This is an optimization exercise on Yosys and OpenROAD, whose aim is small area, a short achievable clock period and few clock cycles, not a production implementation.
In this exercise RTL edits were held to simulation tests only and were not proved equivalent to the original.

==> flow/design.v <==
module riscv_trainy_soc
(
	input         clock,
	input         reset,
	output [31:0] mem_read_address,
	output        mem_read,
	input  [31:0] mem_read_data,
	input         mem_read_ready,
	output [31:0] mem_write_address,
	output        mem_write,
	output [31:0] mem_write_data
);
function [31:0] rev32(input [31:0] v);
	integer k;
	for (k = 0; k < 32; k = k + 1) rev32[k] = v[31 - k];
endfunction
reg [31:2] fpc;        
reg        inflight;   
reg        rv;         
reg [31:0] ir;
reg [31:2] rpc;
reg [15:1] r_s1, r_s2;  
reg        xv;         
reg [31:0] xa, xb;     
reg [31:0] xc;         
reg [3:0]  x_rd;
reg [2:0]  x_f3;
reg        x_wr, x_load, x_store, x_br, x_jalr, x_md, x_link, x_sub, x_arith, x_pred;
reg        x_mdmul, x_asgn, x_bsgn, x_mdhi;   
reg        x_shl;      
reg        m_req;      
reg        m_resp;     
reg        m_load;     
reg [31:2] m_addr;
reg [1:0]  m_off;
reg [2:0]  m_f3;
reg [3:0]  m_rd;
reg        w_valid;
reg [31:0] w_data;
reg        md_busy, md_done;
reg [1:0]  md_ph;      
reg [5:0]  md_cnt;
reg [32:0] hi;
reg [31:0] lo;
reg        md_swap, md_neg;
reg        md_mulr, md_bneg, md_selhi, md_ysgn;   
reg        md_sp, md_spa, md_sp1;   
reg [31:0] rf [1:15];
wire [32:0] sum = {1'b0, xa} + {1'b0, xb ^ {32{x_sub}}} + {32'd0, x_sub};
wire ltu = !sum[32];
wire lt  = (xa[31] ^ xb[31]) ? xa[31] : sum[31];
wire sh_left = x_shl;
wire [31:0] sh_in = sh_left ? rev32(xa) : xa;
wire sh_fill = x_arith & xa[31] & !sh_left;
wire [32:0] sh_wide = $signed({sh_fill, sh_in}) >>> xb[4:0];
wire [31:0] sh_res = sh_left ? rev32(sh_wide[31:0]) : sh_wide[31:0];
reg [31:0] alu;
always @(*) begin
	case (x_f3)
	3'd0: alu = sum[31:0];
	3'd1: alu = sh_res;
	3'd2: alu = {31'd0, lt};
	3'd3: alu = {31'd0, ltu};
	3'd4: alu = xa ^ xb;
	3'd5: alu = sh_res;
	3'd6: alu = xa | xb;
	default: alu = xa & xb;
	endcase
end
wire eq = xa == xb;
wire taken = (x_f3[2] ? (x_f3[1] ? ltu : lt) : eq) ^ x_f3[0];
wire x_jump = x_jalr | (x_br & (taken ^ x_pred));
wire [31:2] x_target = x_jalr ? sum[31:2] : xc[31:2];
wire md_mul = x_mdmul;
wire a_sgn = x_asgn;
wire b_sgn = x_bsgn;
wire a_neg = a_sgn & xa[31];
wire b_neg = b_sgn & xb[31];
wire md_sel_hi = x_mdhi;
wire a_small = a_neg ? (&xa[31:16]) : ~|xa[31:16];
wire b_small = b_neg ? (&xb[31:16]) : ~|xb[31:16];
wire swap_now = !b_small & a_small;
wire [31:0] mx_now = swap_now ? xa : xb;
wire mx_neg_now = swap_now ? a_neg : b_neg;
wire [31:0] ysrc = md_swap ? xb : xa;
wire [33:0] y34 = {{2{md_ysgn & ysrc[31]}}, ysrc};
wire [33:0] nb34 = md_bneg ? {{2{xb[31]}}, xb} : ~{2'b00, xb};
wire nb_cin = !md_bneg;
wire md_start = xv & x_md & !md_busy & !md_done;
wire [33:0] mul_sum = {hi[32], hi} + (lo[0] ? y34 : 34'd0);
wire [33:0] div_t = {1'b0, hi[31:0], lo[31]} + nb34 + {33'd0, nb_cin};
wire div_ge = !div_t[33];
wire [36:0] skip_t = {1'b0, hi[31:0], lo[31:28]} + {{3{nb34[33]}}, nb34} + {36'd0, nb_cin};
wire div_skip4 = skip_t[36] && md_cnt[5:2] != 4'd0;
wire neg_hi = md_ph[1] & md_selhi;
wire [31:0] neg_in = neg_hi ? hi[31:0] : lo;
wire neg_c = !(neg_hi & md_mulr) | (lo == 32'd0);
wire [31:0] neg_out = ~neg_in + {31'd0, neg_c};
wire [31:0] a1 = a_neg ? ~xa : xa;
wire [31:0] b1 = b_neg ? ~xb : xb;
wire lt1 = a1 < b1;
wire a_is_not_b = (xa ^ xb) == 32'hffffffff;
wire ab_sum0 = (xa ^ xb) == {xa[30:0] | xb[30:0], 1'b0};
wire quick_lt = (a_neg == b_neg) ? lt1 : a_neg ? (lt1 & !ab_sum0) : (lt1 | a_is_not_b);
wire a_zero = xa == 32'd0;
wire b_zero = xb == 32'd0;
wire mul_skip8 = lo[7:0] == 8'd0 && md_cnt[5:3] != 3'd0;
wire mul_skip4 = lo[3:0] == 4'd0 && md_cnt[5:2] != 4'd0;
wire [5:0] cnt_next = md_mulr ? (mul_skip8 ? md_cnt - 6'd8 : mul_skip4 ? md_cnt - 6'd4 : md_cnt - 6'd1)
                              : (div_skip4 ? md_cnt - 6'd4 : md_cnt - 6'd1);
wire [32:0] hi_mul = mul_skip8 ? {{8{hi[32]}}, hi[32:8]} : mul_skip4 ? {{4{hi[32]}}, hi[32:4]} : mul_sum[33:1];
wire [31:0] lo_mul = mul_skip8 ? {hi[7:0], lo[31:8]} : mul_skip4 ? {hi[3:0], lo[31:4]} : {mul_sum[0], lo[31:1]};
wire [32:0] hi_div = div_skip4 ? {1'b0, hi[27:0], lo[31:28]} : div_ge ? {1'b0, div_t[31:0]} : {hi[31:0], lo[31]};
wire [31:0] lo_div = div_skip4 ? {lo[27:0], 4'd0} : {lo[30:0], div_ge};
wire [31:0] md_res = md_sp ? (md_spa ? xa : {32{md_sp1}}) : md_selhi ? hi[31:0] : lo;
wire [31:0] x_res = x_link ? xc : x_md ? md_res : alu;
wire m_busy = m_req | m_resp;
wire x_stall = ((x_load | x_store) & m_busy) | (m_resp & m_load) | (x_md & !md_done);
wire x_done = xv & !x_stall;
wire x_redirect = x_done & x_jump;
wire x_free = !xv | x_done;
always @(posedge clock or posedge reset) begin
	if (reset) begin
		md_busy <= 1'b0;
		md_done <= 1'b0;
		md_ph <= 2'd0;
	end else if (md_start) begin
		if (md_mul ? (a_zero | b_zero) : (b_zero | quick_lt)) begin
			md_done <= 1'b1;
		end else begin
			md_busy <= 1'b1;
			md_ph <= (md_mul ? mx_neg_now : a_neg) ? 2'd0 : 2'd1;
		end
	end else if (md_busy) begin
		if (md_ph == 2'd0) md_ph <= 2'd1;
		else if (md_ph == 2'd1) begin
			if (cnt_next == 6'd0) begin
				if (md_neg) md_ph <= 2'd2;
				else begin md_busy <= 1'b0; md_done <= 1'b1; end
			end
		end else begin
			md_busy <= 1'b0; md_done <= 1'b1;
		end
	end else if (md_done & x_done) begin
		md_done <= 1'b0;
	end
end
always @(posedge clock) begin
	if (md_start) begin
		md_cnt <= 6'd32;
		md_swap <= swap_now;
		md_mulr <= md_mul;
		md_bneg <= b_neg;
		md_selhi <= md_sel_hi;
		md_ysgn <= swap_now ? b_sgn : a_sgn;
		md_sp <= md_mul ? (a_zero | b_zero) : (b_zero | quick_lt);
		md_spa <= !md_mul & md_sel_hi;
		md_sp1 <= !md_mul & !md_sel_hi & b_zero;
		hi <= 33'd0;
		lo <= md_mul ? mx_now : xa;
		md_neg <= md_mul ? mx_neg_now : md_sel_hi ? a_neg : (a_neg ^ b_neg);
	end else if (md_busy) begin
		if (md_ph == 2'd1) begin
			md_cnt <= cnt_next;
			hi <= md_mulr ? hi_mul : hi_div;
			lo <= md_mulr ? lo_mul : lo_div;
		end else begin
			if (neg_hi) hi <= {1'b0, neg_out};
			else lo <= neg_out;
		end
	end
end
wire [6:0] op  = ir[6:0];
wire [2:0] f3  = ir[14:12];
wire [3:0] rd  = ir[10:7];
wire [3:0] rs1 = ir[18:15];
wire [3:0] rs2 = ir[23:20];
wire is_load  = op[6:2] == 5'b00000;
wire is_store = op[6:2] == 5'b01000;
wire is_op    = op[6:2] == 5'b01100;
wire is_opimm = op[6:2] == 5'b00100;
wire is_lui   = op[6:2] == 5'b01101;
wire is_auipc = op[6:2] == 5'b00101;
wire is_br    = op[6:2] == 5'b11000;
wire is_jal   = op[6:2] == 5'b11011;
wire is_jalr  = op[6:2] == 5'b11001;
wire [31:0] imm_i = {{20{ir[31]}}, ir[31:20]};
wire [31:0] imm_s = {{20{ir[31]}}, ir[31:25], ir[11:7]};
wire [31:0] imm_b = {{20{ir[31]}}, ir[7], ir[30:25], ir[11:8], 1'b0};
wire [31:0] imm_u = {ir[31:12], 12'b0};
wire [31:0] imm_j = {{12{ir[31]}}, ir[19:12], ir[20], ir[30:21], 1'b0};
wire rd_nz = rd != 4'd0;
wire r_wr = (is_lui | is_auipc | is_jal | is_jalr | is_op | is_opimm) & rd_nz;
wire r_ld = is_load & rd_nz;
wire r_uses_rs1 = !(is_lui | is_auipc | is_jal);
wire r_uses_rs2 = is_op | is_br | is_store;
reg [31:0] rf1, rf2;
integer ri;
always @(*) begin
	rf1 = 32'd0;
	rf2 = 32'd0;
	for (ri = 1; ri < 16; ri = ri + 1) begin
		rf1 = rf1 | (rf[ri] & {32{r_s1[ri]}});
		rf2 = rf2 | (rf[ri] & {32{r_s2[ri]}});
	end
end
wire r_pred = is_jal | (is_br & ir[31]);
wire [31:2] r_tgt = rpc + (is_jal ? imm_j[31:2] : imm_b[31:2]);
wire [31:2] r_pc4 = rpc + 30'd1;
wire x_fwd = xv & x_wr;
wire byp1 = x_fwd & (x_rd == rs1);
wire byp2 = x_fwd & (x_rd == rs2);
wire [31:0] a_pre = is_lui ? 32'd0 : is_auipc ? {rpc, 2'b00} : rf1;
wire [31:0] b_pre = (is_op | is_br) ? rf2 : is_store ? imm_s : (is_lui | is_auipc) ? imm_u : imm_i;
wire [31:0] c_pre = is_store ? rf2 : (is_br & !r_pred) ? {r_tgt, 2'b00} : {r_pc4, 2'b00};
wire sel_a = byp1 & r_uses_rs1 & !is_lui & !is_auipc;
wire sel_b = byp2 & (is_op | is_br);
wire sel_c = byp2 & is_store;
wire load_x = xv & x_load;
wire load_m = m_busy & m_load;
wire hz_x = load_x & ((r_uses_rs1 & rs1 == x_rd) | (r_uses_rs2 & rs2 == x_rd) | ((r_wr | r_ld) & rd == x_rd));
wire hz_m = load_m & ((r_uses_rs1 & rs1 == m_rd) | (r_uses_rs2 & rs2 == m_rd) | ((r_wr | r_ld) & rd == m_rd));
wire r_adv = rv & !hz_x & !hz_m & x_free;
wire r_go = r_adv & !x_redirect;
wire r_redirect = r_go & r_pred;
wire r_free = !rv | r_adv;    
always @(posedge clock) begin
	if (r_adv) begin
		xa <= sel_a ? x_res : a_pre;
		xb <= sel_b ? x_res : b_pre;
		xc <= sel_c ? x_res : c_pre;
		x_rd <= rd;
		x_f3 <= (is_lui | is_auipc) ? 3'd0 : f3;
		x_wr <= r_wr;
		x_load <= r_ld;
		x_store <= is_store;
		x_br <= is_br;
		x_jalr <= is_jalr;
		x_md <= is_op & ir[25];
		x_link <= is_jal | is_jalr;
		x_sub <= is_br | ((is_op | is_opimm) & (f3 == 3'd2 || f3 == 3'd3)) | (is_op & f3 == 3'd0 & ir[30]);
		x_arith <= ir[30];
		x_pred <= r_pred;
		x_mdmul <= !f3[2];
		x_shl <= !f3[2];
		x_asgn <= !f3[2] ? (f3 != 3'd3) : !f3[0];
		x_bsgn <= !f3[2] ? !f3[1] : !f3[0];
		x_mdhi <= !f3[2] ? (f3[1:0] != 2'd0) : f3[1];
	end
end
wire issue = !m_req;
wire [31:2] fpc_m1 = fpc - 30'd1;
wire accept = inflight & r_free;
wire squash = x_redirect | r_redirect;
wire rewind = inflight & !squash & (!r_free | !mem_read_ready);
wire [15:0] i_s1 = 16'd1 << mem_read_data[18:15];
wire [15:0] i_s2 = 16'd1 << mem_read_data[23:20];
assign mem_read = 1'b1;
assign mem_read_address = {m_req ? m_addr : fpc, 2'b00};
always @(posedge clock or posedge reset) begin
	if (reset) begin
		fpc <= 30'd0;
		inflight <= 1'b0;
		rv <= 1'b0;
		xv <= 1'b0;
	end else begin
		if (x_redirect) begin
			fpc <= x_target;
			inflight <= 1'b0;
		end else if (r_redirect) begin
			fpc <= r_tgt;
			inflight <= 1'b0;
		end else if (rewind) begin
			fpc <= fpc_m1;
			inflight <= 1'b0;
		end else if (issue) begin
			fpc <= fpc + 30'd1;
			inflight <= 1'b1;
		end else begin
			inflight <= 1'b0;
		end
		rv <= (rv & !r_adv & !x_redirect) | (accept & !squash & mem_read_ready);
		xv <= (xv & !x_done) | r_go;
	end
end
always @(posedge clock) begin
	if (accept) begin
		ir <= mem_read_data;
		rpc <= fpc_m1;
		r_s1 <= i_s1[15:1];
		r_s2 <= i_s2[15:1];
	end
end
wire do_load = x_done & x_load;
wire do_sub  = x_done & x_store & !x_f3[1];
wire do_sw   = x_done & x_store & x_f3[1];
wire [31:0] st_data = x_f3[1] ? xc : x_f3[0] ? {2{xc[15:0]}} : {4{xc[7:0]}};
wire [3:0] st_mask = m_f3[0] ? (m_off[1] ? 4'b1100 : 4'b0011) : (4'b0001 << m_off);
wire [31:0] wmask = {{8{st_mask[3]}}, {8{st_mask[2]}}, {8{st_mask[1]}}, {8{st_mask[0]}}};
always @(posedge clock or posedge reset) begin
	if (reset) begin
		m_req <= 1'b0;
		m_resp <= 1'b0;
		w_valid <= 1'b0;
	end else begin
		m_req <= do_load | do_sub | (m_resp & !mem_read_ready);
		m_resp <= m_req;
		w_valid <= do_sw | (m_resp & !m_load & mem_read_ready);
	end
end
always @(posedge clock) begin
	if (do_load | do_sub | do_sw) begin
		m_addr <= sum[31:2];
		m_off <= sum[1:0];
		m_f3 <= x_f3;
		m_rd <= x_rd;
		m_load <= x_load;
	end
	if (do_sub | do_sw) w_data <= st_data;
	else if (m_resp & !m_load) w_data <= (mem_read_data & ~wmask) | (w_data & wmask);
end
assign mem_write = w_valid;
assign mem_write_address = {m_addr, 2'b00};
assign mem_write_data = w_data;
wire [31:0] ld_sh = mem_read_data >> {m_off, 3'b000};
wire [31:0] ld_val = m_f3[1] ? mem_read_data :
                     m_f3[0] ? {{16{!m_f3[2] & ld_sh[15]}}, ld_sh[15:0]} :
                               {{24{!m_f3[2] & ld_sh[7]}}, ld_sh[7:0]};
wire wr_ld = m_resp & m_load;
wire [3:0] wr_idx = wr_ld ? m_rd : x_rd;
wire [31:0] wr_val = wr_ld ? ld_val : x_res;
wire wr_en = wr_ld | (x_done & x_wr);
always @(posedge clock) begin
	if (wr_en) rf[wr_idx] <= wr_val;
end
endmodule
==> flow/run.sh <==
#!/bin/bash
# synth_recipe.tcl (not shown) runs the flow's synth.tcl, then flattens the netlist and writes it again
# the make line also repeats each setting of config.mk as NAME=value (left out here)
make -C /OpenROAD-flow-scripts/flow DESIGN_CONFIG=/design/flow/config.mk WORK_HOME=/design/flow/orfs CLKGATE_MAP_FILE= SYNTH_SCRIPT=/design/flow/synth_recipe.tcl finish
==> flow/config.mk <==
export PLATFORM = sky130hd
export DESIGN_NAME = riscv_trainy_soc
export DESIGN_NICKNAME = riscv_trainy_soc
export VERILOG_FILES = /design/flow/design.v
export SDC_FILE = /design/flow/constraint.sdc
export NUM_CORES = 4
export LEC_CHECK = 0
export CAP_MARGIN = 20
export CORE_MARGIN = 2
export CORE_UTILIZATION = 55
export SETUP_SLACK_MARGIN = 5
export SLEW_MARGIN = 20
==> flow/constraint.sdc <==
create_clock -name core_clock -period 14.0 [get_ports {clock}]
set_input_delay 2.8000 -clock core_clock [delete_from_list [all_inputs] [get_ports {clock}]]
set_output_delay 2.8000 -clock core_clock [all_outputs]
set_load 0.01 [all_outputs]
==> results by group, run 1 <==
CTS
  – Clock sinks: 879
  – CTS buffer count: 95
  – Post-CTS Setup Repair Bufs: 0
  – CTS Buffer Depth: 3
  – Reg clk slew, reported paths: 0.07 ns
  – Hold-fix buffers, CTS: 0
  – H-Tree Depth: 3
  – PostCTS Resize Cnt: 0
  – Clk latency of the worst-skew pair: 0.74 ns
  – TritonCTS clock tree: built
  – CTS root buf: clkbuf_16

Yosys
  – Synth async-reset ratio: 0.04551
  – Most used DFF post-synth: edfxtp_1
  – Mapped cell area: 61450 µm²
  – Seq/Total Area, Yosys: 0.4199
  – Yosys reg bits: 879
  – Synth cell types: 104
  – Mean area per synthesized cell: 9.664 µm²
  – Synth warn: 1
  – Post-synth EDFFs: 800
  – Mapped Cells: 6359

Timing
  – Post-route setup TNS: 0 ns
  – Setup Skew: 0.08479 ns
  – Setup ws final: 7.539 ns
  – Period minus WS final: 6.461 ns
  – Hold WS: 0.4645 ns
  – Fin crit share: 0.4615
  – Max Slew Vio Count: 0
  – Fin. Hold Viols: 0
  – Slew margin rel.: 0.04891
  – Slew @ Worst Pin: 1.415 ns
  – Max Fclk: 154.8 MHz
  – Final setup fails: 0
  – RSZ-0062 raised after global routing: no

Critical path
  – CP Capture Point: md_done
  – Crit path max-delay family: compound AO/OA/AOI/OAI gates
  – Worst EP required: 14.65 ns
  – Worst Path Arrival: 7.11 ns
  – Stages on the worst setup path: 14
  – R2R Setup Slk: 7.54 ns
  – Crit path kind: flip-flop to flip-flop
  – CP max-delay cell: edfxtp_1
  – R2R Path End: md_done
  – CP Cell Sequence: ha_1, inv_1, ha_1, a2111oi_0, o21bai_1, a21oi_1, nor3b_1, mux2i_4, buf_4, a221o_1, o211ai_1, nor4_1, o21ai_0, o2bb2ai_1
  – Crit path max fanout: 36
  – Highest cell delay on the worst timing path: 1.00 ns
  – Crit path top cell by count: ha_1
  – Nature of the critical path startpoint: flip-flop
  – R2R cell count: 14
  – CP endpoint kind: flip-flop
  – Crit path launch: md_bneg
  – Crit Reg-Reg Startpoint: md_bneg
  – Buf/Inv on CP: 2

GRT
  – Vias in the first global route: 54290
  – Initial antenna violation count: 22
  – Pin count of the biggest net entering global routing: 80
  – First-pass GRT wire length: 398200 µm
  – Total track usage: 0.4796
  – Grt total ovfl: 0

Layout
  – Fillers: 9505
  – Commonest non-fill, non-tap cell in the layout: edfxtp_1
  – Syn-to-layout area delta: 9.748%
  – Reg area: 25810 µm²
  – Share of layout cells above drive strength 1: 0.08811
  – Most frequent cells in the layout: 800 x edfxtp_1, 509 x nand2_1, 466 x a21oi_1
  – Net count, final: 6523
  – Multi-input gate area: 33150 µm²

Min path
  – Worst Hold Path Cells: 2
  – HP Class: flip-flop to flip-flop

Die
  – Top Ports: 133
  – Die height: 338.3 µm
  – Initial Util: 0.5545
  – Die area: 114400 µm²
  – Number of placement rows: 122
  – Die X: 338.3 µm
  – Core ar.: 110800 µm²

Place
  – GP Congestion: 1.038
  – Setup WS pre-CTS: 7.806 ns
  – PortBufs: 127
  – Hpwl dp: 191200 µm

Routing
  – Post-DRT Antenna Nets: 0
  – Via density: 7.540
  – Average wire per standard cell: 36.62 µm
  – Drc violations: 0
  – Vias: 58810
  – DR pass1 iterations: 14
  – Iter 0 DRT Violations: 10860
  – WL final: 285600 µm

Status
  – Status: timing/DRC/antenna clean

Run
  – Total of max-cap violations: 0
==> per-stage QoR <==
stage	area (µm²)	std cells	util
5_1_grt	67410	7787	0.6083
6_report	67440	7799	0.6086
3_3_place_gp	64100	7605	0.5784
4_1_cts	67360	7784	0.6078
2_1_floorplan	61470	6362	-
3_5_place_dp	64150	7608	0.5788
==> tightest hold or removal path, delay by kind of cell (launching register included) <==
family / cells / cell delay [ns]
flip-flops: 1 / 0.31
AND/OR/NAND/NOR: 1 / 0.05
multiplexers: 1 / 0.05
==> logic make-up after synthesis <==
logic type	share of synthesized area
compound gates	0.2265
simple gates	0.1360
flops	0.4199
buf+inv	0.04555
xor+xnor	0.05485
mux	0.06206
fa+ha+maj	0.05505
other cells	0.0001222
==> area by class of cell <==
class                   count  share of cell area
well taps                1488             0.02760
diodes                     12           0.0004452
multi-input cells        4752              0.4915
flip-flops and latches    879              0.3826
inverters                 167            0.009331
clock inverters            59             0.01106
repair buffers            325             0.04085
clock buffers             117             0.03662
==> layer usage <==
metal / share of wire / vias to the layer above / GRT usage
li1: - / 24140 / -
met1: 0.34 / 27850 / 0.5931
met2: 0.42 / 5378 / 0.7002
met3: 0.15 / 1413 / 0.1623
met4: 0.091 / 28 / 0.3455
met5: 0.00074 / - / 0
==> worst min-delay path by stage <==
stage                   start         to  slack, ns
floorplan               m_req     m_resp       0.37
global placement    md_cnt[1]  md_cnt[1]       0.45
detailed placement  md_cnt[1]  md_cnt[1]       0.46
CTS                 md_cnt[1]  md_cnt[1]       0.47
global route        md_cnt[1]  md_cnt[1]       0.51
finish              md_cnt[1]  md_cnt[1]       0.46
==> cell usage after synthesis (40+ instances only) <==
library cell | count | area (µm²)
nand3_1 | 222 | 1111
o211ai_1 | 104 | 780.8
xor2_1 | 146 | 1279
nand4_1 | 93 | 581.8
o21ai_0 | 371 | 1857
mux2i_1 | 210 | 2102
nand2b_1 | 42 | 262.8
a211oi_1 | 103 | 773.2
a31oi_1 | 49 | 306.5
nand2_1 | 512 | 1922
a222oi_1 | 70 | 700.7
xnor2_1 | 237 | 2076
a21oi_1 | 477 | 2387
edfxtp_1 | 800 | 24020
clkbuf_1 | 465 | 1745
a22oi_1 | 233 | 1749
nor2b_1 | 97 | 606.8
nor3_1 | 157 | 785.8
buf_1 | 74 | 277.8
a21o_1 | 86 | 645.6
ha_1 | 264 | 3303
nor4_1 | 47 | 294.0
o31ai_1 | 55 | 412.9
and3_1 | 62 | 387.9
mux2_2 | 66 | 743.2
a221oi_1 | 116 | 1016
mux4_2 | 42 | 945.9
inv_1 | 161 | 604.3
a22o_1 | 104 | 910.9
dfrtp_1 | 40 | 1001
nor2_1 | 362 | 1359
==> state kept, by name, summed over array words and instances, names as in the netlist, 30 cells and up, named ones only <==
signal and count:
lo 32, rpc 30, fpc 30, rf 480, hi 33, xc 32
xa 32, xb 32, ir 30, m_addr 30
Testbench counts, summed over its fixed seeds: cycles 213,654.
==> run 2: changes to the inputs <==
--- a/flow/design.v
+++ b/flow/design.v
@@ -41,7 +41,7 @@
 reg [1:0]  md_ph;      
 reg [5:0]  md_cnt;
-reg [32:0] hi;
+reg [33:0] hi;
 reg [31:0] lo;
-reg        md_swap, md_neg;
+reg        md_swap, md_neg, md_prev;
 reg        md_mulr, md_bneg, md_selhi, md_ysgn;   
 reg        md_sp, md_spa, md_sp1;   
@@ -78,15 +78,21 @@
 wire b_neg = b_sgn & xb[31];
 wire md_sel_hi = x_mdhi;
-wire a_small = a_neg ? (&xa[31:16]) : ~|xa[31:16];
-wire b_small = b_neg ? (&xb[31:16]) : ~|xb[31:16];
+wire a_small = a_sgn ? (&xa[31:15] | ~|xa[31:15]) : ~|xa[31:16];
+wire b_small = b_sgn ? (&xb[31:15] | ~|xb[31:15]) : ~|xb[31:16];
 wire swap_now = !b_small & a_small;
 wire [31:0] mx_now = swap_now ? xa : xb;
-wire mx_neg_now = swap_now ? a_neg : b_neg;
+wire mx_uns_top = !(swap_now ? a_sgn : b_sgn) & mx_now[31];
 wire [31:0] ysrc = md_swap ? xb : xa;
-wire [33:0] y34 = {{2{md_ysgn & ysrc[31]}}, ysrc};
+wire [35:0] y36 = {{4{md_ysgn & ysrc[31]}}, ysrc};
 wire [33:0] nb34 = md_bneg ? {{2{xb[31]}}, xb} : ~{2'b00, xb};
 wire nb_cin = !md_bneg;
 wire md_start = xv & x_md & !md_busy & !md_done;
-wire [33:0] mul_sum = {hi[32], hi} + (lo[0] ? y34 : 34'd0);
+wire bz = (lo[1:0] == {2{md_prev}}) & (lo[0] == md_prev);
+wire b2 = (lo[1] != lo[0]) & (lo[0] == md_prev);
+wire bn = lo[1] & !(lo[0] & md_prev);
+wire [35:0] bmul = b2 ? {y36[34:0], 1'b0} : y36;
+wire [35:0] m_add = md_ph[1] ? y36 : bz ? 36'd0 : bn ? ~bmul : bmul;
+wire m_cin = !md_ph[1] & !bz & bn;
+wire [35:0] mul_sum = {{2{hi[33]}}, hi} + m_add + {35'd0, m_cin};
 wire [33:0] div_t = {1'b0, hi[31:0], lo[31]} + nb34 + {33'd0, nb_cin};
 wire div_ge = !div_t[33];
@@ -105,16 +111,19 @@
 wire a_zero = xa == 32'd0;
 wire b_zero = xb == 32'd0;
-wire mul_skip8 = lo[7:0] == 8'd0 && md_cnt[5:3] != 3'd0;
-wire mul_skip4 = lo[3:0] == 4'd0 && md_cnt[5:2] != 4'd0;
-wire [5:0] cnt_next = md_mulr ? (mul_skip8 ? md_cnt - 6'd8 : mul_skip4 ? md_cnt - 6'd4 : md_cnt - 6'd1)
+wire mul_skip8 = lo[7:0] == {8{md_prev}} && md_cnt[5:3] != 3'd0;
+wire mul_skip4 = lo[3:0] == {4{md_prev}} && md_cnt[5:2] != 4'd0;
+wire md_last = md_mulr ? (mul_skip8 ? md_cnt == 6'd8 : mul_skip4 ? md_cnt == 6'd4 : md_cnt == 6'd2)
+                       : (div_skip4 ? md_cnt == 6'd4 : md_cnt == 6'd1);
+wire [5:0] cnt_next = md_mulr ? (mul_skip8 ? md_cnt - 6'd8 : mul_skip4 ? md_cnt - 6'd4 : md_cnt - 6'd2)
                               : (div_skip4 ? md_cnt - 6'd4 : md_cnt - 6'd1);
-wire [32:0] hi_mul = mul_skip8 ? {{8{hi[32]}}, hi[32:8]} : mul_skip4 ? {{4{hi[32]}}, hi[32:4]} : mul_sum[33:1];
-wire [31:0] lo_mul = mul_skip8 ? {hi[7:0], lo[31:8]} : mul_skip4 ? {hi[3:0], lo[31:4]} : {mul_sum[0], lo[31:1]};
-wire [32:0] hi_div = div_skip4 ? {1'b0, hi[27:0], lo[31:28]} : div_ge ? {1'b0, div_t[31:0]} : {hi[31:0], lo[31]};
+wire [33:0] hi_mul = mul_skip8 ? {{8{hi[33]}}, hi[33:8]} : mul_skip4 ? {{4{hi[33]}}, hi[33:4]} : mul_sum[35:2];
+wire [31:0] lo_mul = mul_skip8 ? {hi[7:0], lo[31:8]} : mul_skip4 ? {hi[3:0], lo[31:4]} : {mul_sum[1:0], lo[31:2]};
+wire prev_mul = (mul_skip8 | mul_skip4) ? md_prev : lo[1];
+wire [33:0] hi_div = div_skip4 ? {2'b00, hi[27:0], lo[31:28]} : div_ge ? {2'b00, div_t[31:0]} : {1'b0, hi[31:0], lo[31]};
 wire [31:0] lo_div = div_skip4 ? {lo[27:0], 4'd0} : {lo[30:0], div_ge};
 wire [31:0] md_res = md_sp ? (md_spa ? xa : {32{md_sp1}}) : md_selhi ? hi[31:0] : lo;
 wire [31:0] x_res = x_link ? xc : x_md ? md_res : alu;
 wire m_busy = m_req | m_resp;
-wire x_stall = ((x_load | x_store) & m_busy) | (m_resp & m_load) | (x_md & !md_done);
+wire x_stall = ((x_load | x_store) & m_busy) | (m_resp & m_load & x_wr) | (x_md & !md_done);
 wire x_done = xv & !x_stall;
 wire x_redirect = x_done & x_jump;
@@ -130,10 +139,10 @@
 		end else begin
 			md_busy <= 1'b1;
-			md_ph <= (md_mul ? mx_neg_now : a_neg) ? 2'd0 : 2'd1;
+			md_ph <= (!md_mul & a_neg) ? 2'd0 : 2'd1;
 		end
 	end else if (md_busy) begin
 		if (md_ph == 2'd0) md_ph <= 2'd1;
 		else if (md_ph == 2'd1) begin
-			if (cnt_next == 6'd0) begin
+			if (md_last) begin
 				if (md_neg) md_ph <= 2'd2;
 				else begin md_busy <= 1'b0; md_done <= 1'b1; end
@@ -157,7 +166,8 @@
 		md_spa <= !md_mul & md_sel_hi;
 		md_sp1 <= !md_mul & !md_sel_hi & b_zero;
-		hi <= 33'd0;
+		hi <= 34'd0;
 		lo <= md_mul ? mx_now : xa;
-		md_neg <= md_mul ? mx_neg_now : md_sel_hi ? a_neg : (a_neg ^ b_neg);
+		md_prev <= 1'b0;
+		md_neg <= md_mul ? mx_uns_top : md_sel_hi ? a_neg : (a_neg ^ b_neg);
 	end else if (md_busy) begin
 		if (md_ph == 2'd1) begin
@@ -165,6 +175,9 @@
 			hi <= md_mulr ? hi_mul : hi_div;
 			lo <= md_mulr ? lo_mul : lo_div;
+			md_prev <= prev_mul;
+		end else if (md_ph[1] & md_mulr) begin
+			hi <= mul_sum[33:0];
 		end else begin
-			if (neg_hi) hi <= {1'b0, neg_out};
+			if (neg_hi) hi <= {2'b00, neg_out};
 			else lo <= neg_out;
 		end
--- a/flow/config.mk
+++ b/flow/config.mk
@@ -8,5 +8,5 @@
 export CAP_MARGIN = 20
 export CORE_MARGIN = 2
-export CORE_UTILIZATION = 55
+export CORE_UTILIZATION = 50
 export SETUP_SLACK_MARGIN = 5
 export SLEW_MARGIN = 20
==> run 2 against run 1 <==
Sequential cell count up 2. Fmax up 1.3%. Final cell count up 7.6%. Final area up 3.8%. Clock skew up 0.026 ns. First-iteration DRC count up 15%. Hold slack better by 0.037 ns. Routed wire length up 11%. Register-to-register slack better by 0.08 ns. Via count up 6.1%. Setup slack better by 0.081 ns.
==> results by group, run 2 <==
Status
  – Status: timing/DRC/antenna clean

Yosys
  – Yosys reg bits: 881 (+0.23%)
  – Most frequent cell after synthesis: edfxtp_1
  – Largest cells by area after synthesis: edfxtp_1 38%, ha_1 5.4%, a21oi_1 4.7%, o21ai_0 3.8%, nand2_1 3.5%
  – Synth async-reset ratio: 0.04540 (-0.0001033)
  – Seq/Total Area, Yosys: 0.4056 (-0.01430)
  – Mapped Cells: 6798 (+6.9%)
  – Synth warn: 1 (unchanged)
  – Mean area per synthesized cell: 9.373 µm² (-3.0%)
  – Synth cell types: 106 (+1.9%)
  – Mapped cell area: 63720 µm² (+3.7%)
  – Most frequent cells after synthesis: 800 x edfxtp_1, 599 x a21oi_1, 594 x nand2_1
  – Synth top area share: 0.3770 (-0.01389)
  – Post-synth EDFFs: 800 (unchanged)
  – Largest area contributor in the synthesized netlist: edfxtp_1
  – Most used DFF post-synth: edfxtp_1

CTS
  – Post-CTS Setup Repair Bufs: 0 (unchanged)
  – Clock sinks: 881 (+0.23%)
  – CTS root buf: clkbuf_16
  – Clk latency of the worst-skew pair: 0.78 ns (+0.04 ns)
  – H-Tree Depth: 3 (unchanged)
  – CTS buffer count: 98 (+3.2%)
  – Hold-fix buffers, CTS: 0 (unchanged)
  – Reg clk slew, reported paths: 0.07 ns (about the same)
  – TritonCTS clock tree: built
  – PostCTS Resize Cnt: 0 (unchanged)
  – CTS Buffer Depth: 3 (unchanged)

Critical path
  – CP endpoint kind: flip-flop
  – Crit Reg-Reg Startpoint: xb[0]
  – Nature of the critical path startpoint: flip-flop
  – Crit path launch: xb[0]
  – Worst Path Arrival: 6.77 ns (-0.34 ns)
  – Crit path kind: flip-flop to flip-flop
  – Worst EP required: 14.39 ns (-0.26 ns)
  – Crit path max fanout: 38 (+5.6%)

Routing
  – DR pass1 iterations: 13 (-1)
  – Average wire per standard cell: 37.84 µm (+3.3%)
  – Vias: 62410 (+6.1%)
  – Iter 0 DRT Violations: 12490 (+15%)
  – Post-DRT Antenna Nets: 0 (unchanged)
  – Drc violations: 0 (unchanged)
  – Via density: 7.435 (-1.4%)
  – WL final: 317600 µm (+11%)

Place
  – Hpwl dp: 216000 µm (+13%)
  – PortBufs: 127 (unchanged)
  – GP Congestion: 1.052 (+1.3%)

GRT
  – Grt total ovfl: 0 (unchanged)
  – Vias in the first global route: 57730 (+6.3%)
  – Pin count of the biggest net entering global routing: 81 (+1.3%)
  – First-pass GRT wire length: 440100 µm (+11%)
  – Initial antenna violation count: 16 (-27%)
  – Total track usage: 0.4721 (-0.007448)

Timing
  – Final setup fails: 0 (unchanged)
  – Max Fclk: 156.7 MHz (+1.3%)
  – Max Slew Vio Count: 0 (unchanged)
  – Hold WS: 0.5018 ns (+0.03722 ns)
  – Setup Skew: 0.1108 ns (+0.02597 ns)
  – Post-route setup TNS: 0 ns (unchanged)
  – Fin. Hold Viols: 0 (unchanged)
  – Period minus WS final: 6.380 ns (-0.08051 ns)
  – Fin crit share: 0.4557 (-0.005751)
  – Slew margin rel.: 0.08904 (+0.04013)
  – Slew @ Worst Pin: 1.366 ns (-0.04810 ns)
  – RSZ-0062 raised after global routing: no

Die
  – Top Ports: 133 (unchanged)
  – Number of placement rows: 130 (+6.6%)
  – Initial Util: 0.5055 (-0.04906)
  – Die height: 361.0 µm (+6.7%)
  – Core ar.: 126100 µm² (+14%)
  – Die X: 361.0 µm (+6.7%)
  – Die area: 130300 µm² (+14%)

Layout
  – Most frequent cells in the layout: 800 x edfxtp_1, 599 x a21oi_1, 589 x nand2_1
  – Net count, final: 6967 (+6.8%)
  – Register with the highest flop count: rf
  – Largest regs: rf (480), hi (34)
  – Commonest non-fill, non-tap cell in the layout: edfxtp_1
  – Syn-to-layout area delta: 9.844% (about the same)
  – Largest register FFs: 480 (unchanged)
  – Share of layout cells above drive strength 1: 0.08686 (-0.001250)

Min path
  – Min-delay src: md_done
  – HP Class: flip-flop to flip-flop

Run
  – Total of max-cap violations: 0 (unchanged)
run 2: cell type report:
| class | instances | area [µm²] |
|---|---|---|
| Fill cell | 11200 | 56070 |
| Multi-Input combinational cell | 5159 | 35130 |
| Sequential cell | 881 | 25850 |
| Tap cell | 1650 | 2064 |
| Clock buffer | 116 | 2560 |
| Inverter | 165 | 621.8 |
| Antenna cell | 9 | 22.52 |
| Timing Repair Buffer | 349 | 2938 |
| Clock inverter | 65 | 805.8 |
run 2: worst max-delay path, stage by stage, from the launching register on:
cell and delay (ns):
edfxtp_1 0.35, buf_4 0.20, buf_4 0.54, mux2_2 0.45
fa_1 0.46, a211oi_1 0.36, o211ai_1 0.24, a21oi_1 0.23
o21ai_1 0.18, and4_1 0.28, o21ai_0 0.17, a41oi_1 0.35
o311ai_1 1.07, o21ai_2 0.19, o21ai_1 0.91
run 2: stage by stage:
step	utilization	cell area (µm²)	setup WS, ns	cells
6_report	0.5552	69990	7.620	8394
5_1_grt	0.5551	69970	7.297	8386
4_1_cts	0.5550	69970	7.938	8385
3_5_place_dp	0.5283	66600	7.678	8204
3_3_place_gp	0.5283	66600	7.680	8204
2_1_floorplan	-	63730	7.627	6801
run 2: cells by family (layout without fill, tap and decap cells):
group | Yosys count | after routing | share of synthesized area
AO/OA/AOI/OAI | 2329 | 2329 | 0.2419
AND/OR/NAND/NOR | 1835 | 1835 | 0.1349
flip-flops | 881 | 881 | 0.4056
buffers and inverters | 761 | 695 | 0.04760
XOR/XNOR | 420 | 420 | 0.05773
multiplexers | 292 | 292 | 0.05689
adder cells (fa/ha/maj) | 278 | 278 | 0.05518
other | 2 | 14 | 0.0001179
run 2: metal layers:
layer | global-route usage | wire [µm]
met5 | 0.001480 | 117
met4 | 0.3141 | 25860
met3 | 0.1555 | 46940
met2 | 0.6774 | 130500
met1 | 0.6059 | 114100
run 2: worst paths after layout:
check,end,cells after the start,slack (ns)
setup / recovery,rf[8][0],14,7.62
hold / removal,md_done,1,0.50
setup reg to reg,rf[8][0],14,7.62
hold reg to reg,md_done,1,0.50
max in group asynchronous,m_req,3,10.76
min in group asynchronous,rv,3,2.65
Testbench counts of run 2, summed over its fixed seeds: cycles 206,279.
==> run 3: changes to the inputs <==
--- a/flow/design.v
+++ b/flow/design.v
@@ -21,4 +21,5 @@
 reg [31:2] rpc;
 reg [15:1] r_s1, r_s2;  
+reg [8:0]  r_op;        
 reg        xv;         
 reg [31:0] xa, xb;     
@@ -29,4 +30,5 @@
 reg        x_mdmul, x_asgn, x_bsgn, x_mdhi;   
 reg        x_shl;      
+reg [4:0]  x_sha;      
 reg        m_req;      
 reg        m_resp;     
@@ -47,4 +49,7 @@
 reg        md_sp, md_spa, md_sp1;   
 reg [31:0] rf [1:15];
+reg        w_en;       
+reg [3:0]  w_rd;
+reg [31:0] w_res;
 wire [32:0] sum = {1'b0, xa} + {1'b0, xb ^ {32{x_sub}}} + {32'd0, x_sub};
 wire ltu = !sum[32];
@@ -53,5 +58,5 @@
 wire [31:0] sh_in = sh_left ? rev32(xa) : xa;
 wire sh_fill = x_arith & xa[31] & !sh_left;
-wire [32:0] sh_wide = $signed({sh_fill, sh_in}) >>> xb[4:0];
+wire [32:0] sh_wide = $signed({sh_fill, sh_in}) >>> x_sha;
 wire [31:0] sh_res = sh_left ? rev32(sh_wide[31:0]) : sh_wide[31:0];
 reg [31:0] alu;
@@ -184,18 +189,17 @@
 	end
 end
-wire [6:0] op  = ir[6:0];
 wire [2:0] f3  = ir[14:12];
 wire [3:0] rd  = ir[10:7];
 wire [3:0] rs1 = ir[18:15];
 wire [3:0] rs2 = ir[23:20];
-wire is_load  = op[6:2] == 5'b00000;
-wire is_store = op[6:2] == 5'b01000;
-wire is_op    = op[6:2] == 5'b01100;
-wire is_opimm = op[6:2] == 5'b00100;
-wire is_lui   = op[6:2] == 5'b01101;
-wire is_auipc = op[6:2] == 5'b00101;
-wire is_br    = op[6:2] == 5'b11000;
-wire is_jal   = op[6:2] == 5'b11011;
-wire is_jalr  = op[6:2] == 5'b11001;
+wire is_load  = r_op[0];
+wire is_store = r_op[1];
+wire is_op    = r_op[2];
+wire is_opimm = r_op[3];
+wire is_lui   = r_op[4];
+wire is_auipc = r_op[5];
+wire is_br    = r_op[6];
+wire is_jal   = r_op[7];
+wire is_jalr  = r_op[8];
 wire [31:0] imm_i = {{20{ir[31]}}, ir[31:20]};
 wire [31:0] imm_s = {{20{ir[31]}}, ir[31:25], ir[11:7]};
@@ -219,13 +223,15 @@
 end
 wire r_pred = is_jal | (is_br & ir[31]);
-wire [31:2] r_tgt = rpc + (is_jal ? imm_j[31:2] : imm_b[31:2]);
+wire [31:2] r_tgt = rpc + (is_jal ? imm_j[31:2] : is_auipc ? imm_u[31:2] : imm_b[31:2]);
 wire [31:2] r_pc4 = rpc + 30'd1;
 wire x_fwd = xv & x_wr;
 wire byp1 = x_fwd & (x_rd == rs1);
 wire byp2 = x_fwd & (x_rd == rs2);
-wire [31:0] a_pre = is_lui ? 32'd0 : is_auipc ? {rpc, 2'b00} : rf1;
-wire [31:0] b_pre = (is_op | is_br) ? rf2 : is_store ? imm_s : (is_lui | is_auipc) ? imm_u : imm_i;
-wire [31:0] c_pre = is_store ? rf2 : (is_br & !r_pred) ? {r_tgt, 2'b00} : {r_pc4, 2'b00};
-wire sel_a = byp1 & r_uses_rs1 & !is_lui & !is_auipc;
+wire [31:0] rf1w = (w_en & r_uses_rs1 & (w_rd == rs1)) ? w_res : rf1;
+wire [31:0] rf2w = (w_en & (w_rd == rs2)) ? w_res : rf2;
+wire [31:0] a_pre = rf1w;    
+wire [31:0] b_pre = (is_op | is_br) ? rf2w : is_store ? imm_s : (is_lui | is_auipc) ? imm_u : imm_i;
+wire [31:0] c_pre = is_store ? rf2w : (is_auipc | (is_br & !r_pred)) ? {r_tgt, 2'b00} : {r_pc4, 2'b00};
+wire sel_a = byp1 & r_uses_rs1;
 wire sel_b = byp2 & (is_op | is_br);
 wire sel_c = byp2 & is_store;
@@ -242,4 +248,5 @@
 		xa <= sel_a ? x_res : a_pre;
 		xb <= sel_b ? x_res : b_pre;
+		x_sha <= sel_b ? x_res[4:0] : b_pre[4:0];
 		xc <= sel_c ? x_res : c_pre;
 		x_rd <= rd;
@@ -251,5 +258,5 @@
 		x_jalr <= is_jalr;
 		x_md <= is_op & ir[25];
-		x_link <= is_jal | is_jalr;
+		x_link <= is_jal | is_jalr | is_auipc;
 		x_sub <= is_br | ((is_op | is_opimm) & (f3 == 3'd2 || f3 == 3'd3)) | (is_op & f3 == 3'd0 & ir[30]);
 		x_arith <= ir[30];
@@ -267,5 +274,9 @@
 wire squash = x_redirect | r_redirect;
 wire rewind = inflight & !squash & (!r_free | !mem_read_ready);
-wire [15:0] i_s1 = 16'd1 << mem_read_data[18:15];
+wire [4:0] i_opc = mem_read_data[6:2];
+wire [8:0] i_op = {i_opc == 5'b11001, i_opc == 5'b11011, i_opc == 5'b11000, i_opc == 5'b00101,
+                   i_opc == 5'b01101, i_opc == 5'b00100, i_opc == 5'b01100, i_opc == 5'b01000,
+                   i_opc == 5'b00000};
+wire [15:0] i_s1 = (mem_read_data[6:2] == 5'b01101) ? 16'd0 : 16'd1 << mem_read_data[18:15];
 wire [15:0] i_s2 = 16'd1 << mem_read_data[23:20];
 assign mem_read = 1'b1;
@@ -300,4 +311,5 @@
 	if (accept) begin
 		ir <= mem_read_data;
+		r_op <= i_op;
 		rpc <= fpc_m1;
 		r_s1 <= i_s1[15:1];
@@ -344,6 +356,14 @@
 wire [31:0] wr_val = wr_ld ? ld_val : x_res;
 wire wr_en = wr_ld | (x_done & x_wr);
+always @(posedge clock or posedge reset) begin
+	if (reset) w_en <= 1'b0;
+	else w_en <= wr_en;
+end
 always @(posedge clock) begin
-	if (wr_en) rf[wr_idx] <= wr_val;
+	if (wr_en) begin
+		w_rd <= wr_idx;
+		w_res <= wr_val;
+	end
+	if (w_en) rf[w_rd] <= w_res;
 end
 endmodule
==> run 3 against run 2 <==
Still clean on timing, DRC and antenna. Global-route usage fell by 1.5 points. First-iteration DRC count fell by 9.1%. Fmax rose by 0.42%. Sequential cell count rose by 41. Synthesized area rose by 1.9%. Utilization fell by 0.12 points. Via count fell by 0.69%. Setup slack improved by 0.027 ns. Final cell count rose by 1.9%. Hold slack improved by 0.015 ns. Critical path type unchanged. Largest cell class unchanged.
==> results by group, run 3 <==
Timing
  – Slew margin rel.: 0.1392 (+0.05016)
  – Max Slew Vio Count: 0 (unchanged)
  – Max Fclk: 157.4 MHz (+0.42%)
  – Fin. Hold Viols: 0 (unchanged)
  – Post-route setup TNS: 0 ns (unchanged)
  – Slew @ Worst Pin: 1.286 ns (-0.08000 ns)
  – Final setup fails: 0 (unchanged)
  – Setup Skew: 0.1000 ns (-0.01077 ns)
  – Period minus WS final: 6.353 ns (-0.02692 ns)
  – RSZ-0062 raised after global routing: no
  – Fin crit share: 0.4538 (-0.001923)

Place
  – PortBufs: 127 (unchanged)
  – Hpwl dp: 213600 µm (-1.1%)
  – Post-DP Area: 68030 µm² (+2.1%)
  – GP Congestion: 1.060 (+0.80%)
  – Placed Cells: 8353 (+1.8%)

Layout
  – Reg area: 27070 µm² (+4.7%)
  – Share of layout cells above drive strength 1: 0.08795 (+0.001094)
  – Register with the highest flop count: rf
  – Fillers: 11570 (+3.4%)
  – Cell area after layout: 71560 µm² (+2.2%)
  – Layout Utilization: 0.5540 (-0.001178)
  – Net count, final: 7028 (+0.88%)
  – Syn-to-layout area delta: 10.24%
  – Fin cells: 8550 (+1.9%)
  – Multi-input gate area: 35200 µm² (+0.18%)
  – Most frequent cells in the layout: 840 x edfxtp_1, 575 x nand2_1, 524 x a21oi_1
  – Commonest non-fill, non-tap cell in the layout: edfxtp_1
  – Largest register FFs: 480 (unchanged)
  – Largest regs: rf (480), hi (34)

Yosys
  – Synth Area in Adders: 0.05417 (-0.001013)
  – Seq/Total Area, Yosys: 0.4171 (+0.01145)
  – Synth top area share: 0.3886 (+0.01159)
  – Largest area contributor in the synthesized netlist: edfxtp_1
  – Most frequent cell after synthesis: edfxtp_1
  – Simple-Gate Fraction of Synth Area: 0.1327 (-0.002264)
  – Mapped cell area: 64910 µm² (+1.9%)
  – Post-synth EDFFs: 840 (+5.0%)
  – Synth cell types: 101 (-4.7%)
  – Mapped Cells: 6849 (+0.75%)
  – Synth warn: 1 (unchanged)
  – Mux share of post-synthesis cell area: 0.05981 (+0.002927)
  – Combinational family with the most area after synthesis: compound AO/OA/AOI/OAI gates
  – Mean area per synthesized cell: 9.477 µm² (+1.1%)
  – Most frequent cells after synthesis: 840 x edfxtp_1, 582 x nand2_1, 527 x nor2_1
  – Most used DFF post-synth: edfxtp_1
  – Largest cells by area after synthesis: edfxtp_1 39%, ha_1 5.3%, a21oi_1 4.1%, o21ai_0 3.9%, nand2_1 3.4%
  – Synth Area in Compound Gates: 0.2324 (-0.009567)
  – XOR/XNOR Fraction of Synth Area: 0.05816 (+0.0004248)
  – Yosys reg bits: 922 (+4.7%)
  – Synth async-reset ratio: 0.04447 (-0.0009344)

CTS
  – Clk latency of the worst-skew pair: 0.81 ns (+0.03 ns)
  – H-Tree Depth: 3 (unchanged)
  – Reg clk slew, reported paths: 0.06 ns (about the same)
  – PostCTS Resize Cnt: 0 (unchanged)
  – Hold-fix buffers, CTS: 0 (unchanged)
  – CTS root buf: clkbuf_16
  – CTS Buffer Depth: 3 (unchanged)
  – CTS buffer count: 101 (+3.1%)
  – Clock sinks: 922 (+4.7%)
  – Post-CTS Setup Repair Bufs: 0 (unchanged)
  – TritonCTS clock tree: built

Critical path
  – Crit path max-delay family: compound AO/OA/AOI/OAI gates
  – Nature of the critical path startpoint: flip-flop
  – Worst EP required: 14.64 ns (+0.25 ns)
  – CP max-delay cell: o21ai_0
  – Crit path top cell by count: o21ai_0
  – R2R Setup Slk: 7.65 ns (+0.03 ns)
  – CP endpoint kind: flip-flop
  – Crit path kind: flip-flop to flip-flop
  – Worst Path Arrival: 6.99 ns (+0.22 ns)
  – Buf/Inv on CP: 3 (+1)
  – Highest cell delay on the worst timing path: 0.74 ns (-0.33 ns)
  – CP Cell Sequence: inv_1, ha_1, nor2b_4, buf_4, nor2_1, xnor2_1, o22ai_1, fa_1, inv_1, fa_1, nor2b_1, o21ai_0, a21boi_0, o221ai_1, o21ai_0, a311oi_1, nor2_1, o221ai_1, o21ai_0, xnor2_1, o21ai_0, o221a_2
  – Crit path max fanout: 37 (-2.6%)

Min path
  – HP Class: flip-flop to flip-flop

Die
  – Number of placement rows: 132 (+1.5%)
  – Die X: 364.3 µm (+0.92%)
  – Core ar.: 129200 µm² (+2.5%)
  – Top Ports: 133 (unchanged)
  – Die area: 132700 µm² (+1.8%)
  – Initial Util: 0.5026 (-0.002892)
  – Die height: 364.3 µm (+0.92%)

GRT
  – Grt total ovfl: 0 (unchanged)
  – First-pass GRT wire length: 432000 µm (-1.8%)
  – Pin count of the biggest net entering global routing: 70 (-14%)
  – Vias in the first global route: 57210 (-0.90%)
  – Initial antenna violation count: 15 (-1)
  – Total track usage: 0.4570 (-0.01517)

Routing
  – Average wire per standard cell: 36.53 µm (-3.5%)
  – Via density: 7.249 (-2.5%)
  – DR pass1 iterations: 9 (-4)
  – Drc violations: 0 (unchanged)
  – Iter 0 DRT Violations: 11350 (-9.1%)
  – WL final: 312300 µm (-1.7%)
  – Vias: 61980 (-0.69%)
  – Post-DRT Antenna Nets: 0 (unchanged)

Status
  – Status: timing/DRC/antenna clean

Run
  – Total of max-cap violations: 0 (unchanged)
[run 3: cell count changes in the layout (fill, tap and decap cells not counted), moves of 23 or more]
| cell | delta |
|---|---|
| nand3_1 | +83 |
| nor2_1 | +80 |
| a21oi_1 | -75 |
| a22oi_1 | +53 |
| edfxtp_1 | +40 |
| nor3_1 | -38 |
| o21ai_0 | +32 |
| a21o_1 | +29 |
| a211oi_1 | -27 |
| o22ai_1 | -26 |
| o21ai_1 | -23 |
[run 3: cells by family (layout without fill, tap and decap cells)]
family	count (synthesis)	after routing
and+or+nand+nor	1882	1882
other	2	14
AOI/OAI and AO/OA	2257	2257
muxes	319	319
buffers and inverters	758	705
adders and majority gates	278	278
DFF	922	922
xor gates and xnor gates	431	431
[run 3: layout make-up]
class / instances / share of cell area
tap: 1742 / 0.03046
clock inverter: 66 / 0.01179
clock buffer: 121 / 0.03679
timing repair buffer: 359 / 0.04210
sequential: 922 / 0.3783
inverter: 159 / 0.008375
antenna: 9 / 0.0003147
multi-input combinational: 5172 / 0.4918
[run 3: path summary, 6_finish.rpt]
| kind | startpoint | end | cells past startpoint |
|---|---|---|---|
| setup / recovery | lo[1] | hi[32] | 22 |
| hold / removal | x_f3[2] | m_f3[2] | 0 |
| setup reg to reg | lo[1] | hi[32] | 22 |
| hold reg to reg | x_f3[2] | m_f3[2] | 0 |
| max in group asynchronous | reset | m_req | 3 |
| min in group asynchronous | reset | w_en | 3 |
[run 3: metal layers]
| layer | vias up | part of all wire | global-route usage |
|---|---|---|---|
| li1 | 25800 | - | - |
| met1 | 29810 | 0.37 | 0.5981 |
| met2 | 5261 | 0.41 | 0.6548 |
| met3 | 1086 | 0.15 | 0.1544 |
| met4 | 14 | 0.073 | 0.2705 |
| met5 | - | 0.00030 | 0 |
[run 3: stage by stage]
stage | setup slack, ns | hold slack, ns
floorplan | 7.463 | 0.3937
global placement | 7.840 | 0.4533
detailed placement | 7.762 | 0.4856
CTS | 7.751 | 0.5120
global route | 7.214 | 0.5199
finish | 7.647 | 0.5164
Testbench counts of run 3, summed over its fixed seeds: cycles 206,279.
==> run 4: changes to the inputs <==
--- a/flow/design.v
+++ b/flow/design.v
@@ -16,4 +16,5 @@
 endfunction
 reg [31:2] fpc;        
+reg [31:2] ra;         
 reg        inflight;   
 reg        rv;         
@@ -46,6 +47,6 @@
 reg [31:0] lo;
 reg        md_swap, md_neg, md_prev;
+reg        md_bz, md_b2, md_bn;   
 reg        md_mulr, md_bneg, md_selhi, md_ysgn;   
-reg        md_sp, md_spa, md_sp1;   
 reg [31:0] rf [1:15];
 reg        w_en;       
@@ -93,7 +94,7 @@
 wire nb_cin = !md_bneg;
 wire md_start = xv & x_md & !md_busy & !md_done;
-wire bz = (lo[1:0] == {2{md_prev}}) & (lo[0] == md_prev);
-wire b2 = (lo[1] != lo[0]) & (lo[0] == md_prev);
-wire bn = lo[1] & !(lo[0] & md_prev);
+wire bz = md_bz;
+wire b2 = md_b2;
+wire bn = md_bn;
 wire [35:0] bmul = b2 ? {y36[34:0], 1'b0} : y36;
 wire [35:0] m_add = md_ph[1] ? y36 : bz ? 36'd0 : bn ? ~bmul : bmul;
@@ -125,10 +126,14 @@
 wire [31:0] lo_mul = mul_skip8 ? {hi[7:0], lo[31:8]} : mul_skip4 ? {hi[3:0], lo[31:4]} : {mul_sum[1:0], lo[31:2]};
 wire prev_mul = (mul_skip8 | mul_skip4) ? md_prev : lo[1];
+wire [1:0] nd = mul_skip8 ? lo[9:8] : mul_skip4 ? lo[5:4] : lo[3:2];
 wire [33:0] hi_div = div_skip4 ? {2'b00, hi[27:0], lo[31:28]} : div_ge ? {2'b00, div_t[31:0]} : {1'b0, hi[31:0], lo[31]};
 wire [31:0] lo_div = div_skip4 ? {lo[27:0], 4'd0} : {lo[30:0], div_ge};
-wire [31:0] md_res = md_sp ? (md_spa ? xa : {32{md_sp1}}) : md_selhi ? hi[31:0] : lo;
+wire md_special = md_mul ? (a_zero | b_zero) : (b_zero | quick_lt);
+wire md_now = md_start & md_special;
+wire [31:0] md_sp_val = (!md_mul & md_sel_hi) ? xa : {32{!md_mul & b_zero}};
+wire [31:0] md_res = md_now ? md_sp_val : md_selhi ? hi[31:0] : lo;
 wire [31:0] x_res = x_link ? xc : x_md ? md_res : alu;
 wire m_busy = m_req | m_resp;
-wire x_stall = ((x_load | x_store) & m_busy) | (m_resp & m_load & x_wr) | (x_md & !md_done);
+wire x_stall = ((x_load | x_store) & m_busy) | (m_resp & m_load & x_wr) | (x_md & !md_done & !md_now);
 wire x_done = xv & !x_stall;
 wire x_redirect = x_done & x_jump;
@@ -140,7 +145,5 @@
 		md_ph <= 2'd0;
 	end else if (md_start) begin
-		if (md_mul ? (a_zero | b_zero) : (b_zero | quick_lt)) begin
-			md_done <= 1'b1;
-		end else begin
+		if (!md_special) begin
 			md_busy <= 1'b1;
 			md_ph <= (!md_mul & a_neg) ? 2'd0 : 2'd1;
@@ -168,10 +171,10 @@
 		md_selhi <= md_sel_hi;
 		md_ysgn <= swap_now ? b_sgn : a_sgn;
-		md_sp <= md_mul ? (a_zero | b_zero) : (b_zero | quick_lt);
-		md_spa <= !md_mul & md_sel_hi;
-		md_sp1 <= !md_mul & !md_sel_hi & b_zero;
 		hi <= 34'd0;
 		lo <= md_mul ? mx_now : xa;
 		md_prev <= 1'b0;
+		md_bz <= mx_now[1:0] == 2'b00;
+		md_b2 <= mx_now[1:0] == 2'b10;
+		md_bn <= mx_now[1];
 		md_neg <= md_mul ? mx_uns_top : md_sel_hi ? a_neg : (a_neg ^ b_neg);
 	end else if (md_busy) begin
@@ -181,4 +184,7 @@
 			lo <= md_mulr ? lo_mul : lo_div;
 			md_prev <= prev_mul;
+			md_bz <= (nd[1] == nd[0]) & (nd[0] == prev_mul);
+			md_b2 <= (nd[1] != nd[0]) & (nd[0] == prev_mul);
+			md_bn <= nd[1] & !(nd[0] & prev_mul);
 		end else if (md_ph[1] & md_mulr) begin
 			hi <= mul_sum[33:0];
@@ -280,6 +286,7 @@
 wire [15:0] i_s1 = (mem_read_data[6:2] == 5'b01101) ? 16'd0 : 16'd1 << mem_read_data[18:15];
 wire [15:0] i_s2 = 16'd1 << mem_read_data[23:20];
+wire [31:2] fpc_next = x_redirect ? x_target : r_redirect ? r_tgt : rewind ? fpc_m1 : issue ? fpc + 30'd1 : fpc;
 assign mem_read = 1'b1;
-assign mem_read_address = {m_req ? m_addr : fpc, 2'b00};
+assign mem_read_address = {ra, 2'b00};
 always @(posedge clock or posedge reset) begin
 	if (reset) begin
@@ -289,19 +296,6 @@
 		xv <= 1'b0;
 	end else begin
-		if (x_redirect) begin
-			fpc <= x_target;
-			inflight <= 1'b0;
-		end else if (r_redirect) begin
-			fpc <= r_tgt;
-			inflight <= 1'b0;
-		end else if (rewind) begin
-			fpc <= fpc_m1;
-			inflight <= 1'b0;
-		end else if (issue) begin
-			fpc <= fpc + 30'd1;
-			inflight <= 1'b1;
-		end else begin
-			inflight <= 1'b0;
-		end
+		fpc <= fpc_next;
+		inflight <= !x_redirect & !r_redirect & !rewind & issue;
 		rv <= (rv & !r_adv & !x_redirect) | (accept & !squash & mem_read_ready);
 		xv <= (xv & !x_done) | r_go;
@@ -323,4 +317,9 @@
 wire [3:0] st_mask = m_f3[0] ? (m_off[1] ? 4'b1100 : 4'b0011) : (4'b0001 << m_off);
 wire [31:0] wmask = {{8{st_mask[3]}}, {8{st_mask[2]}}, {8{st_mask[1]}}, {8{st_mask[0]}}};
+wire m_req_next = do_load | do_sub | (m_resp & !mem_read_ready);
+always @(posedge clock or posedge reset) begin
+	if (reset) ra <= 30'd0;
+	else ra <= m_req_next ? ((do_load | do_sub) ? sum[31:2] : m_addr) : fpc_next;
+end
 always @(posedge clock or posedge reset) begin
 	if (reset) begin
@@ -329,5 +328,5 @@
 		w_valid <= 1'b0;
 	end else begin
-		m_req <= do_load | do_sub | (m_resp & !mem_read_ready);
+		m_req <= m_req_next;
 		m_resp <= m_req;
 		w_valid <= do_sw | (m_resp & !m_load & mem_read_ready);
==> flow/flow/run.sh (new file) <==
#!/bin/bash
set -euo pipefail
bash standard.sh SETUP_SLACK_MARGIN=9 finish > standard_make.log 2>&1
==> flow/standard.sh (new file) <==
#!/bin/bash
# synth_recipe.tcl (not shown) runs the flow's synth.tcl, then flattens the netlist and writes it again
# the make line also repeats each setting of config.mk as NAME=value (left out here)
make -C /OpenROAD-flow-scripts/flow DESIGN_CONFIG=/design/flow/config.mk WORK_HOME=/design/flow/orfs CLKGATE_MAP_FILE= SYNTH_SCRIPT=/design/flow/synth_recipe.tcl "${@:-finish}"
removed: flow/run.sh
==> run 4 against run 3 <==
Global-route usage grew 0.36 points. Routed wire length up 3.6%. Clock skew fell by 0.029 ns. Final cell count rose by 1.7%. Fmax rose by 25%. Die area grew 1.7%. First-iteration DRC count rose by 4.5%. Sequential cell count grew 30. Critical path type unchanged. Critical endpoint is now xc[10]. Largest cell class unchanged. Highest routed layer unchanged.
==> results by group, run 4 <==
Critical path
  – Worst EP required: 14.51 ns (-0.13 ns)
  – Crit path kind: flip-flop to flip-flop
  – R2R Setup Slk: 8.93 ns (+1.29 ns)
  – CP endpoint kind: flip-flop
  – Worst Path Arrival: 5.58 ns (-1.41 ns)
  – Crit path max fanout: 14 (-62%)
  – Nature of the critical path startpoint: flip-flop

CTS
  – Hold-fix buffers, CTS: 0 (unchanged)
  – CTS root buf: clkbuf_16
  – Reg clk slew, reported paths: 0.06 ns (about the same)
  – Clock sinks: 952 (+3.3%)
  – CTS Buffer Depth: 3 (unchanged)
  – TritonCTS clock tree: built
  – Clk latency of the worst-skew pair: 0.77 ns (-0.04 ns)
  – H-Tree Depth: 3 (unchanged)
  – CTS buffer count: 105 (+4.0%)

Layout
  – Net count, final: 7153 (+1.8%)
  – Largest regs: rf (480), hi (34)
  – Register with the highest flop count: rf
  – Syn-to-layout area delta: 12.67%
  – Layout Utilization: 0.5668 (+0.01277)
  – Commonest non-fill, non-tap cell in the layout: edfxtp_1
  – Share of layout cells above drive strength 1: 0.1118 (+0.02385)
  – Largest register FFs: 480 (unchanged)
  – Most frequent cells in the layout: 840 x edfxtp_1, 606 x nand2_1, 507 x nor2_1

Yosys
  – Synth warn: 1 (unchanged)
  – Mean area per synthesized cell: 9.601 µm² (+1.3%)
  – Most frequent cells after synthesis: 840 x edfxtp_1, 611 x nand2_1, 529 x nor2_1
  – Synth async-reset ratio: 0.07458 (+0.03011)
  – Mapped Cells: 6880 (+0.45%)
  – Largest cells by area after synthesis: edfxtp_1 38%, ha_1 5.2%, a21oi_1 3.5%, nand2_1 3.5%, mux2i_1 3.4%
  – Seq/Total Area, Yosys: 0.4212 (+0.004153)
  – Mapped cell area: 66050 µm² (+1.8%)
  – Synth cell types: 110 (+8.9%)
  – Most frequent cell after synthesis: edfxtp_1
  – Largest area contributor in the synthesized netlist: edfxtp_1
  – Yosys reg bits: 952 (+3.3%)
  – Synth top area share: 0.3819 (-0.006721)
  – Most used DFF post-synth: edfxtp_1
  – Post-synth EDFFs: 840 (unchanged)

Routing
  – Average wire per standard cell: 37.21 µm (+1.9%)
  – Post-DRT Antenna Nets: 0 (unchanged)
  – Via density: 7.396 (+2.0%)
  – WL final: 323600 µm (+3.6%)
  – Drc violations: 0 (unchanged)
  – Vias: 64320 (+3.8%)
  – Iter 0 DRT Violations: 11860 (+4.5%)
  – DR pass1 iterations: 10 (+1)

Timing
  – Max Fclk: 197.4 MHz (+25%)
  – RSZ-0062 raised after global routing: no
  – Max Slew Vio Count: 0 (unchanged)
  – Fin crit share: 0.3619 (-0.09189)
  – Post-route setup TNS: 0 ns (unchanged)
  – Fin. Hold Viols: 0 (unchanged)
  – Slew margin rel.: 0.1684 (+0.02921)
  – Setup Skew: 0.07140 ns (-0.02860 ns)
  – Final setup fails: 0 (unchanged)
  – Slew @ Worst Pin: 1.238 ns (-0.04796 ns)
  – Period minus WS final: 5.067 ns (-1.286 ns)

GRT
  – Initial antenna violation count: 21 (+6)
  – First-pass GRT wire length: 446800 µm (+3.4%)
  – Grt total ovfl: 0 (unchanged)
  – Total track usage: 0.4606 (+0.003641)
  – Pin count of the biggest net entering global routing: 77 (+10%)
  – Vias in the first global route: 58810 (+2.8%)

Place
  – GP Congestion: 1.062 (+0.12%)
  – Hpwl dp: 217300 µm (+1.7%)
  – PortBufs: 127 (unchanged)

Die
  – Top Ports: 133 (unchanged)
  – Die area: 135000 µm² (+1.7%)
  – Die height: 367.5 µm (+0.87%)
  – Die X: 367.5 µm (+0.87%)
  – Initial Util: 0.5031 (about the same)
  – Number of placement rows: 133 (+0.76%)
  – Core ar.: 131300 µm² (+1.7%)

Min path
  – HP Class: flip-flop to flip-flop

Status
  – Status: timing/DRC/antenna clean

Run
  – Total of max-cap violations: 0 (unchanged)
-- run 4: metrics by stage --
step / setup slack [ns] / hold slack [ns] / instance area [µm²] / std cells
2_1_floorplan: 9.004 / 0.4244 / 66120 / 6883
3_3_place_gp: 7.919 / 0.4405 / 69180 / 8400
3_5_place_dp: 7.869 / 0.4381 / 69190 / 8401
4_1_cts: 8.977 / 0.4579 / 73460 / 8647
5_1_grt: 8.970 / 0.4706 / 74400 / 8687
6_report: 8.933 / 0.4643 / 74420 / 8697
-- run 4: area by class of cell --
type	instances	area [µm²]
Fill cell	11490	56880
Multi-Input combinational cell	5155	36110
Sequential cell	952	27820
Timing Repair Buffer	448	4085
Clock buffer	150	2929
Tap cell	1755	2196
Inverter	179	680.7
Clock inverter	48	571.8
Antenna cell	10	25.02
-- run 4: cell families (layout without fill, tap and decap cells) --
family                   Yosys count  in the layout  share of synthesized area
flip-flops                       952            952                     0.4212
AND/OR/NAND/NOR                 1885           1888                     0.1317
XOR/XNOR                         411            411                    0.05450
multiplexers                     322            322                    0.05795
buffers and inverters            779            825                    0.04620
adder cells (fa/ha/maj)          277            277                    0.05304
other                              2             15                  0.0001137
AO/OA/AOI/OAI                   2252           2252                     0.2353
-- run 4: final timing paths --
check                      startpoint  endpoint  depth (start not counted)
setup / recovery                xb[0]    xc[10]                         12
hold reg to reg               x_f3[1]   m_f3[1]                          0
max in group asynchronous       reset    m_resp                          3
min in group asynchronous       reset   md_busy                          2
hold / removal                x_f3[1]   m_f3[1]                          0
setup reg to reg                xb[0]    xc[10]                         12
-- run 4: routing by layer --
layer | wire length, µm | GRT usage | vias up | part of all wire
li1 | - | - | 26310 | -
met1 | 116300 | 0.5918 | 30990 | 0.36
met2 | 131400 | 0.6507 | 5620 | 0.41
met3 | 47570 | 0.1575 | 1378 | 0.15
met4 | 28030 | 0.3126 | 26 | 0.087
met5 | 354 | 0.01246 | - | 0.0011
-- run 4: critical path, cell delays in order (launching register included) --
cell and delay, ns:
edfxtp_1 0.41, buf_12 0.20, mux2i_4 0.30, fa_1 0.24, and2b_1 0.20, o31a_2 0.31, o21ai_1 0.31, o21ai_0 0.16
xor2_1 0.72, a22oi_1 0.25, a21oi_1 0.95, o22ai_1 0.44, o21ai_0 0.33
-- run 4: repair_timing --
action,in CTS,in global routing
cloned,2,4
resized for setup,75,114
buffers inserted,46,36
endpoints found under the setup margin,576,229
pin swaps,7,17
Testbench counts of run 4, summed over its fixed seeds: cycles 201,322.

==> afterwards: timing with drivers on the ports <==
No port has a modelled driver above. Below, the same layouts with a new extraction and two added sets of constraints.
Step 1 (the two cells are an assumption about what drives the block):
set clk [get_ports {clock}]
set_driving_cell -lib_cell sky130_fd_sc_hd__clkbuf_16 $clk
set_driving_cell -lib_cell sky130_fd_sc_hd__buf_2 [delete_from_list [all_inputs] $clk]
Step 2 moves the port delays by t, midway between the first and last clock arrival at a register: inputs arrive t later, outputs are due t later. That takes back most of the time a late clock gives input paths.
Slacks: ideal ports / drivers / drivers and shift; pairs: ideal ports / drivers.
run | t, ns | setup slack, ns | worst setup path after step 2
run 1 | 0.776 | 7.539 / 7.539 / 7.539 | register to register
run 2 | 0.806 | 7.620 / 7.620 / 7.539 | input to register
run 3 | 0.845 | 7.647 / 7.647 / 7.647 | register to register
run 4 | 0.822 | 8.933 / 8.933 / 8.349 | input to register
After both steps every run listed still meets setup and hold. The setup slack of run 4, which loses most, moves by 0.000 ns with the drivers and by -0.584 ns with both steps.
